Background: an optimization exercise with open tools, aiming at small area. Do not read the settings as production practice.
Function was checked by simulation only, so behaviour that the tests miss may differ from the original.
Power figures rest on the tool's default switching activity, not on a simulated workload.

==> flow/design.v <==
module PWMConvert(GCK, Vsync, mode, rst, OUT, data, addr, en);
input            GCK;
input            Vsync;
input            mode;
input            rst;
input     [15:0] data;
output    [15:0] OUT;
output    [ 8:0] addr;
output           en;
reg       [15:0] OUT;
reg       [15:0] T;         
reg       [ 6:0] Q;         
reg       [ 1:0] lc;        
reg              pf;        
reg              pf_d;      
reg              p9_d;      
reg              xfer;      
reg              st;        
reg              sh_r;      
reg              ld_r;      
reg       [ 4:0] bus_r;     
reg       [ 4:0] early [0:15];
reg       [ 4:0] cs    [0:15];
integer i;
wire       l1    = (~Vsync & (lc == 2'd0)) | st;
wire       pfrd  = l1 | pf;
wire [6:0] base  = l1 ? Q + 7'd1 : pf ? Q : Q - 7'd1;
always @(posedge GCK or posedge rst) begin
  if (rst) begin
    lc   <= 2'd3;
    Q    <= 7'd0;
    pf   <= 1'b0;
    pf_d <= 1'b0;
    xfer <= 1'b0;
    p9_d <= 1'b0;
  end
  else begin
    lc   <= Vsync ? 2'd0 : lc + 2'd1;
    if (l1) Q <= Q + 7'd1;
    pf   <= l1 | (pf & (T[3:0] != 4'd14));
    pf_d <= pfrd;
    xfer <= ~Vsync & (lc == 2'd1);
    p9_d <= base[5];
  end
end
always @(posedge GCK or posedge rst) begin
  if (rst) st <= 1'b1;
  else     st <= 1'b0;
end
always @(posedge GCK) begin
  if (l1) T <= 16'd0;
  else    T <= T + 16'd1;
end
assign addr = {base[4:0], l1 ? 4'd15 : T[3:0]};
assign en   = mode ? base[6] : base[5];
wire [15:0] m    = mode ? {1'b0, data[15:1]} : data;
wire        cin  = mode & data[0] & ~p9_d;
wire [ 4:0] vl5  = {1'b0, m[3:0]} + {4'b0, cin};   
wire [11:0] mh   = m[15:4];
wire [11:0] Th   = T[15:4];
wire        c   = vl5[4];
wire [11:0] p   = ~(mh ^ Th);           
wire [11:0] gA  = mh & ~Th;
wire [11:0] oA  = mh | ~Th;
wire        hi1 = (p[0] == c)  & ((p[11:1] ^ oA[10:0]) == 11'd0);
wire        hi0 = (p[0] != c)  & ((p[11:1] ^ ~gA[10:0]) == 11'd0);
wire        lge = (vl5[3:0] >= T[3:0]);
wire arm      = (hi0 & lge) | (hi1 & ~lge);       
wire early_ok = hi0 | (hi1 & ~lge);               
wire [4:0] v5 = {m[4] ^ vl5[4], vl5[3:0]};
wire [4:0] k  = pf_d ? v5 : v5 - T[4:0];
reg  [4:0] lfsr_pre;
always @(*) begin
  case (k)
      5'd0: lfsr_pre = 5'h00;
      5'd1: lfsr_pre = 5'h0f;
      5'd2: lfsr_pre = 5'h08;
      5'd3: lfsr_pre = 5'h1b;
      5'd4: lfsr_pre = 5'h02;
      5'd5: lfsr_pre = 5'h0e;
      5'd6: lfsr_pre = 5'h18;
      5'd7: lfsr_pre = 5'h13;
      5'd8: lfsr_pre = 5'h16;
      5'd9: lfsr_pre = 5'h04;
      5'd10: lfsr_pre = 5'h0d;
      5'd11: lfsr_pre = 5'h09;
      5'd12: lfsr_pre = 5'h0b;
      5'd13: lfsr_pre = 5'h0a;
      5'd14: lfsr_pre = 5'h1a;
      5'd15: lfsr_pre = 5'h12;
      5'd16: lfsr_pre = 5'h06;
      5'd17: lfsr_pre = 5'h0c;
      5'd18: lfsr_pre = 5'h19;
      5'd19: lfsr_pre = 5'h03;
      5'd20: lfsr_pre = 5'h1e;
      5'd21: lfsr_pre = 5'h10;
      5'd22: lfsr_pre = 5'h07;
      5'd23: lfsr_pre = 5'h1c;
      5'd24: lfsr_pre = 5'h11;
      5'd25: lfsr_pre = 5'h17;
      5'd26: lfsr_pre = 5'h14;
      5'd27: lfsr_pre = 5'h05;
      5'd28: lfsr_pre = 5'h1d;
      5'd29: lfsr_pre = 5'h01;
      5'd30: lfsr_pre = 5'h1f;
      default: lfsr_pre = 5'h00;
  endcase
end
always @(posedge GCK) begin
  sh_r  <= pf_d;
  ld_r  <= ~pf_d & arm;
  bus_r <= (pf_d & ~early_ok) ? 5'h15 : lfsr_pre;
end
always @(posedge GCK) begin
  if (sh_r) begin
    early[15] <= ~bus_r;
    for (i = 0; i < 15; i = i + 1) early[i] <= early[i + 1];
  end
  for (i = 0; i < 16; i = i + 1) begin
    if (xfer)
      cs[i] <= ~early[(i + 1) & 15];
    else if (ld_r && T[3:0] == ((i + 2) & 15))
      cs[i] <= bus_r;
    else
      cs[i] <= {~cs[i][3:0], ~(cs[i][4] ^ cs[i][2])};
  end
end
always @(posedge GCK or posedge rst) begin
  if (rst) OUT <= 16'b0;
  else begin
    for (i = 0; i < 16; i = i + 1) begin
      if (xfer)               OUT[i] <= 1'b1;
      else if (cs[i] == 5'd0) OUT[i] <= 1'b0;
    end
  end
end
endmodule
==> flow/config.mk <==
export PLATFORM = sky130hd
export DESIGN_NAME = PWMConvert
export DESIGN_NICKNAME = PWMConvert
export VERILOG_FILES = /design/flow/design.v
export SDC_FILE = /design/flow/constraint.sdc
export NUM_CORES = 4
export LEC_CHECK = 0
export CAP_MARGIN = 20
export CORE_MARGIN = 2
export CORE_UTILIZATION = 60
export CTS_BUF_LIST = sky130_fd_sc_hd__clkbuf_8
export CTS_CLUSTER_DIAMETER = 50
export CTS_CLUSTER_SIZE = 20
export PLACE_DENSITY = 0.75
export SLEW_MARGIN = 20
==> flow/constraint.sdc <==
create_clock -name core_clock -period 4.0 [get_ports {GCK}]
set_input_delay 0.8000 -clock core_clock [delete_from_list [all_inputs] [get_ports {GCK}]]
set_output_delay 0.8000 -clock core_clock [all_outputs]
set_load 0.01 [all_outputs]
standard.sh (not shown) runs the stock make flow with config.mk's settings and CLKGATE_MAP_FILE= SYNTH_SCRIPT=/design/flow/synth_recipe.tcl, a recipe that flattens the netlist after the stock synthesis.
==> flow/flow/run.sh <==
#!/bin/bash
# The standard layout (standard.sh) with these changes:
# - synthesis runs ORFS's own scripts, copied here, with an area-only ABC
#   script (flow/abc_area.script, selected by ABC_AREA=1) and without the
#   adder-extraction step (ADDER_MAP_FILE empty); registers are unchanged;
# - port buffers use the smallest buffer cell;
# - CTS inserts no dummy loads.
set -euo pipefail
rm -rf myscripts
cp -r "$FLOW_HOME/scripts" myscripts
cp flow/abc_area.script myscripts/abc_area.script
bash standard.sh SCRIPTS_DIR="$PWD/myscripts" ABC_AREA=1 ADDER_MAP_FILE= synth > synth.log 2>&1
export BUFFER_PORTS_ARGS="-buffer_cell sky130_fd_sc_hd__buf_1"
export CTS_ARGS="-sink_clustering_enable -repair_clock_nets -sink_clustering_size 10 -sink_clustering_max_diameter 40 -buf_list sky130_fd_sc_hd__clkbuf_4 -dont_use_dummy_load"
bash standard.sh > layout.log 2>&1
==> flow/flow/abc_area.script <==
strash
dc2
&get -n
&dch -f
&nf -a -R 1000
&put
topo
Edit:
--- a/flow/design.v
+++ b/flow/design.v
@@ -16,5 +16,4 @@
 reg              p9_d;      
 reg              xfer;      
-reg              st;        
 reg              sh_r;      
 reg              ld_r;      
@@ -23,5 +22,5 @@
 reg       [ 4:0] cs    [0:15];
 integer i;
-wire       l1    = (~Vsync & (lc == 2'd0)) | st;
+wire       l1    = ~Vsync & (lc == 2'd0);
 wire       pfrd  = l1 | pf;
 wire [6:0] base  = l1 ? Q + 7'd1 : pf ? Q : Q - 7'd1;
@@ -29,6 +28,6 @@
   if (rst) begin
     lc   <= 2'd3;
-    Q    <= 7'd0;
-    pf   <= 1'b0;
+    Q    <= 7'd1;
+    pf   <= 1'b1;
     pf_d <= 1'b0;
     xfer <= 1'b0;
@@ -44,11 +43,8 @@
   end
 end
-always @(posedge GCK or posedge rst) begin
-  if (rst) st <= 1'b1;
-  else     st <= 1'b0;
-end
 always @(posedge GCK) begin
-  if (l1) T <= 16'd0;
-  else    T <= T + 16'd1;
+  if (rst)     T <= 16'hffff;
+  else if (l1) T <= 16'd0;
+  else         T <= T + 16'd1;
 end
 assign addr = {base[4:0], l1 ? 4'd15 : T[3:0]};
@@ -59,10 +55,20 @@
 wire [11:0] mh   = m[15:4];
 wire [11:0] Th   = T[15:4];
-wire        c   = vl5[4];
-wire [11:0] p   = ~(mh ^ Th);           
-wire [11:0] gA  = mh & ~Th;
-wire [11:0] oA  = mh | ~Th;
-wire        hi1 = (p[0] == c)  & ((p[11:1] ^ oA[10:0]) == 11'd0);
-wire        hi0 = (p[0] != c)  & ((p[11:1] ^ ~gA[10:0]) == 11'd0);
+reg  [11:0] tp, tm;
+integer b;
+always @(*) begin
+  tp[0] = 1'b1;
+  tm[0] = 1'b1;
+  for (b = 1; b < 12; b = b + 1) begin
+    tp[b] = tp[b-1] &  Th[b-1];
+    tm[b] = tm[b-1] & ~Th[b-1];
+  end
+end
+wire [11:0] x   = mh ^ Th;
+wire        eqA = (x == 12'd0);    
+wire        eqP = (x == tp);       
+wire        eqM = (x == tm);       
+wire        hi0 = vl5[4] ? eqM : eqA;    
+wire        hi1 = vl5[4] ? eqA : eqP;    
 wire        lge = (vl5[3:0] >= T[3:0]);
 wire arm      = (hi0 & lge) | (hi1 & ~lge);       
Routed wire length rises by a few percent.
Setup slack loses 100 ps.
Core utilization rises by 0.17 points.
Cell area rises slightly.
Clock power falls by a few percent.
Power rises by a quarter to a third.

==> port drivers added, routing unchanged <==
The flow's constraints put no driver on any port. The routed layouts listed below were extracted and timed again, unchanged, in two steps. Step 1 (the two cells are an assumption about what drives the block):
set clk [get_ports {GCK}]
set_driving_cell -lib_cell sky130_fd_sc_hd__clkbuf_16 $clk
set_driving_cell -lib_cell sky130_fd_sc_hd__buf_2 [delete_from_list [all_inputs] $clk]
Step 2 moves the port delays by t, midway between the first and last clock arrival at a register: inputs arrive t later, outputs are due t later. That takes back most of the time a late clock gives input paths. Slacks: ideal / step 1 / step 2; pairs: ideal / step 1.
run | t (ns) | slack for setup (ns) | latest minus earliest clock arrival (ns)
the first run | 0.655 | 0.512 / 0.473 / 0.128 | 0.046 / 0.046
the second run | 0.655 | 0.412 / 0.377 / 0.035 | 0.086 / 0.086
After both steps setup and hold are still met in every run listed. The setup slack of the first run, which loses most, moves by -0.039 ns with the drivers and by -0.384 ns with both steps.
